Background: an optimization exercise with open tools, aiming at small area and a short achievable clock period. Do not read the settings as production practice. The RTL was checked by simulation tests, not by an equivalence proof against the original design. No activity file was given, so power comes from the tool's default toggle rates.

lagoon:
## CS
module CS(Y, X, reset, clk);
input clk, reset;
input [7:0] X;
output [9:0] Y;
reg [7:0] w [1:9];      
reg [3:0] n;            
reg [11:0] S;           
reg [9:1] sel;          
reg [35:0] g;           
function integer idx;   
    input integer i, j;
    idx = (i - 1) * 9 - (i * (i - 1)) / 2 + (j - i) - 1;
endfunction
wire [3:0] n_nxt = reset ? 4'd0 : (n == 4'd9) ? 4'd9 : n + 4'd1;
wire [9:1] v_nxt;       
genvar gv;
generate
    for (gv = 1; gv <= 9; gv = gv + 1) begin : valid
        assign v_nxt[gv] = n_nxt >= gv;
    end
endgenerate
wire [7:0] x9 = (n == 4'd9) ? w[9] : 8'd0;
wire [11:0] P = S - {4'd0, x9};               
wire [11:0] S_nxt = P + {4'd0, X};
wire [7:0] wn [1:9];    
assign wn[1] = X;
genvar gi, gj;
generate
    for (gi = 2; gi <= 9; gi = gi + 1) begin : shift
        assign wn[gi] = w[gi-1];
    end
endgenerate
wire [9:1] q_nxt;       
wire [35:0] g_nxt;      
wire [9:1] sel_nxt;
generate
  ...
==> flow/config.mk <==
export PLATFORM = sky130hd
export DESIGN_NAME = CS
export DESIGN_NICKNAME = CS
export VERILOG_FILES = /design/flow/design.v
export SDC_FILE = /design/flow/constraint.sdc
export NUM_CORES = 4
export LEC_CHECK = 0
export CAP_MARGIN = 20
export CORE_MARGIN = 2
export CORE_UTILIZATION = 40
export SLEW_MARGIN = 20
==> flow/constraint.sdc <==
create_clock -name core_clock -period 16.0 [get_ports {clk}]
set_input_delay 3.2000 -clock core_clock [delete_from_list [all_inputs] [get_ports {clk}]]
set_output_delay 3.2000 -clock core_clock [all_outputs]
set_load 0.01 [all_outputs]
standard.sh (not shown) runs the stock make flow with config.mk's settings and CLKGATE_MAP_FILE= SYNTH_SCRIPT=/design/flow/synth_recipe.tcl, a recipe that flattens the netlist after the stock synthesis.
==> flow/flow/run.sh <==
#!/bin/bash
# Own layout flow: the standard ORFS flow (standard.sh), with
#  - synthesis mapped by an area-oriented ABC script (flow/abc.script) and
#    without extracting full/half-adder cells,
#  - a setup margin so that repair_timing aims below the clock period.
# Each step's full output goes to its own log file in this folder.
set -uo pipefail
SYNTH_VARS="ABC_AREA=1 ADDER_MAP_FILE= ABC_CLOCK_PERIOD_IN_PS=5000"
LAYOUT_VARS=(SETUP_SLACK_MARGIN=9.0 "BUFFER_PORTS_ARGS=-buffer_cell sky130_fd_sc_hd__buf_2" "CTS_ARGS=-sink_clustering_enable -repair_clock_nets -dont_use_dummy_load -sink_clustering_size 30 -sink_clustering_max_diameter 100 -buf_list sky130_fd_sc_hd__clkbuf_8 -root_buf sky130_fd_sc_hd__clkbuf_16")
rm -rf myscripts
cp -r "$FLOW_HOME/scripts" myscripts
cp flow/abc.script myscripts/abc_area.script
bash standard.sh SCRIPTS_DIR="$PWD/myscripts" $SYNTH_VARS synth > synth.log 2>&1 || exit 1
bash standard.sh "${LAYOUT_VARS[@]}" finish > layout.log 2>&1 || exit 1
==> flow/flow/abc.script <==
strash
dc2
dch -f
map -a
topo
stime -c
buffer -c
upsize -c
dnsize -c
strash
dch -f
map -a
topo
stime -c
buffer -c
upsize -c
dnsize -c
lagoon reached the final stage; the timing, DRC and antenna checks on its layout passed.
Setup changes, lagoon to juniper
-- flow/flow/run.sh --
<<< lagoon, line 7
set -uo pipefail
SYNTH_VARS="ABC_AREA=1 ADDER_MAP_FILE= ABC_CLOCK_PERIOD_IN_PS=5000"
LAYOUT_VARS=(SETUP_SLACK_MARGIN=9.0 "BUFFER_PORTS_ARGS=-buffer_cell sky130_fd_sc_hd__buf_2" "CTS_ARGS=-sink_clustering_enable -repair_clock_nets -dont_use_dummy_load -sink_clustering_size 30 -sink_clustering_max_diameter 100 -buf_list sky130_fd_sc_hd__clkbuf_8 -root_buf sky130_fd_sc_hd__clkbuf_16")
rm -rf myscripts
cp -r "$FLOW_HOME/scripts" myscripts
>>> juniper, line 7
set -uo pipefail
SYNTH_VARS="ABC_AREA=1 ADDER_MAP_FILE= ABC_CLOCK_PERIOD_IN_PS=5000"
LAYOUT_VARS=(SETUP_SLACK_MARGIN=8.5 "BUFFER_PORTS_ARGS=-buffer_cell sky130_fd_sc_hd__buf_2" "CTS_ARGS=-sink_clustering_enable -repair_clock_nets -dont_use_dummy_load -sink_clustering_size 30 -sink_clustering_max_diameter 100 -buf_list sky130_fd_sc_hd__clkbuf_8 -root_buf sky130_fd_sc_hd__clkbuf_16")
rm -rf myscripts
cp -r "$FLOW_HOME/scripts" myscripts
==> flow/flow/abc.script <==
strash
dc2
dch -f
map -a
topo
stime -c
buffer -c
upsize -c
dnsize -c
- The flow did not stop early for juniper: all stages ran, and the layout cleared the timing, DRC and antenna checks.
- On die area, lagoon and juniper are neck and neck.
- Going from lagoon to juniper, relative contribution of combinational cells to total power now sits lower; overall power consumption now sits lower; cell area now sits lower; critical path buffer and inverter count now sits lower.
- juniper — number of DRC markers in iteration 0 67 lower, lagoon as reference
- Going from lagoon to juniper, the number of nets in the final layout was found to have gone down by about 1.6%.
- Looking only at vias per cell, and setting everything else aside, the lower value of lagoon and juniper goes to lagoon.
- Summary of juniper over lagoon: highest clock frequency the design can meet lost 8.8 MHz, routed wire length fell by 5.5%.
- Against lagoon, worst ir drop on vdd in juniper came out better.
Input changes introduced in maple (baseline for comparison: juniper):
-- flow/flow/abc.script --
<<< juniper, line 8
upsize -c
dnsize -c
>>> maple, line 8
upsize -c
dnsize -c
strash
dch -f
map -a
topo
stime -c
buffer -c
upsize -c
dnsize -c
- Between juniper and maple, the difference in sequential fraction of the synthesis area is negligible.
- Looking at total number of cells along the worst setup path, maple sits about 5% higher than juniper does.
- maple vs. juniper: met2 global-route usage rose by 2.5 points; combined area of the multi-input logic cells fell 2.2%; overall global routing resource usage picked up an extra 1.6 points.
- maple: detailed-router iteration count before antenna repair is 1 lower than what juniper reported.
- Normalized max-slew margin: maple vs juniper up 1.5 points
- Compared with juniper, in maple global placer's final weighted congestion rose about 5%; cell count after synthesis rose 1.1%; via total after detailed routing rose about 0.8%.

==> port drivers added, routing unchanged <==
In the flow no input, the clock included, has a driving cell. The finished layouts below were timed again as built, in two steps. Step 1 (the two cells are an assumption about what drives the block):
set clk [get_ports {clk}]
set_driving_cell -lib_cell sky130_fd_sc_hd__clkbuf_16 $clk
set_driving_cell -lib_cell sky130_fd_sc_hd__buf_2 [delete_from_list [all_inputs] $clk]
Step 2 also shifts input and output timing later by t, the mid clock arrival at the registers, as if the neighbouring blocks saw the same clock. Three values: no drivers, after step 1, after step 2; two values: the first two.
| run | shift t [ns] | slack for setup (ns) | latest minus earliest clock arrival (ns) | pins driven straight from the clock port |
|---|---|---|---|---|
| lagoon | 0.413 | 9.188 / 9.146 / 8.957 | 0.024 / 0.024 | 1 |
| juniper | 0.411 | 8.752 / 8.704 / 8.521 | 0.025 / 0.024 | 1 |
| maple | 0.408 | 8.909 / 8.868 / 8.603 | 0.024 / 0.024 | 1 |
After both steps setup and hold are still met in every run listed. The setup slack of maple, which loses most, moves by -0.041 ns with the drivers and by -0.306 ns with both steps.
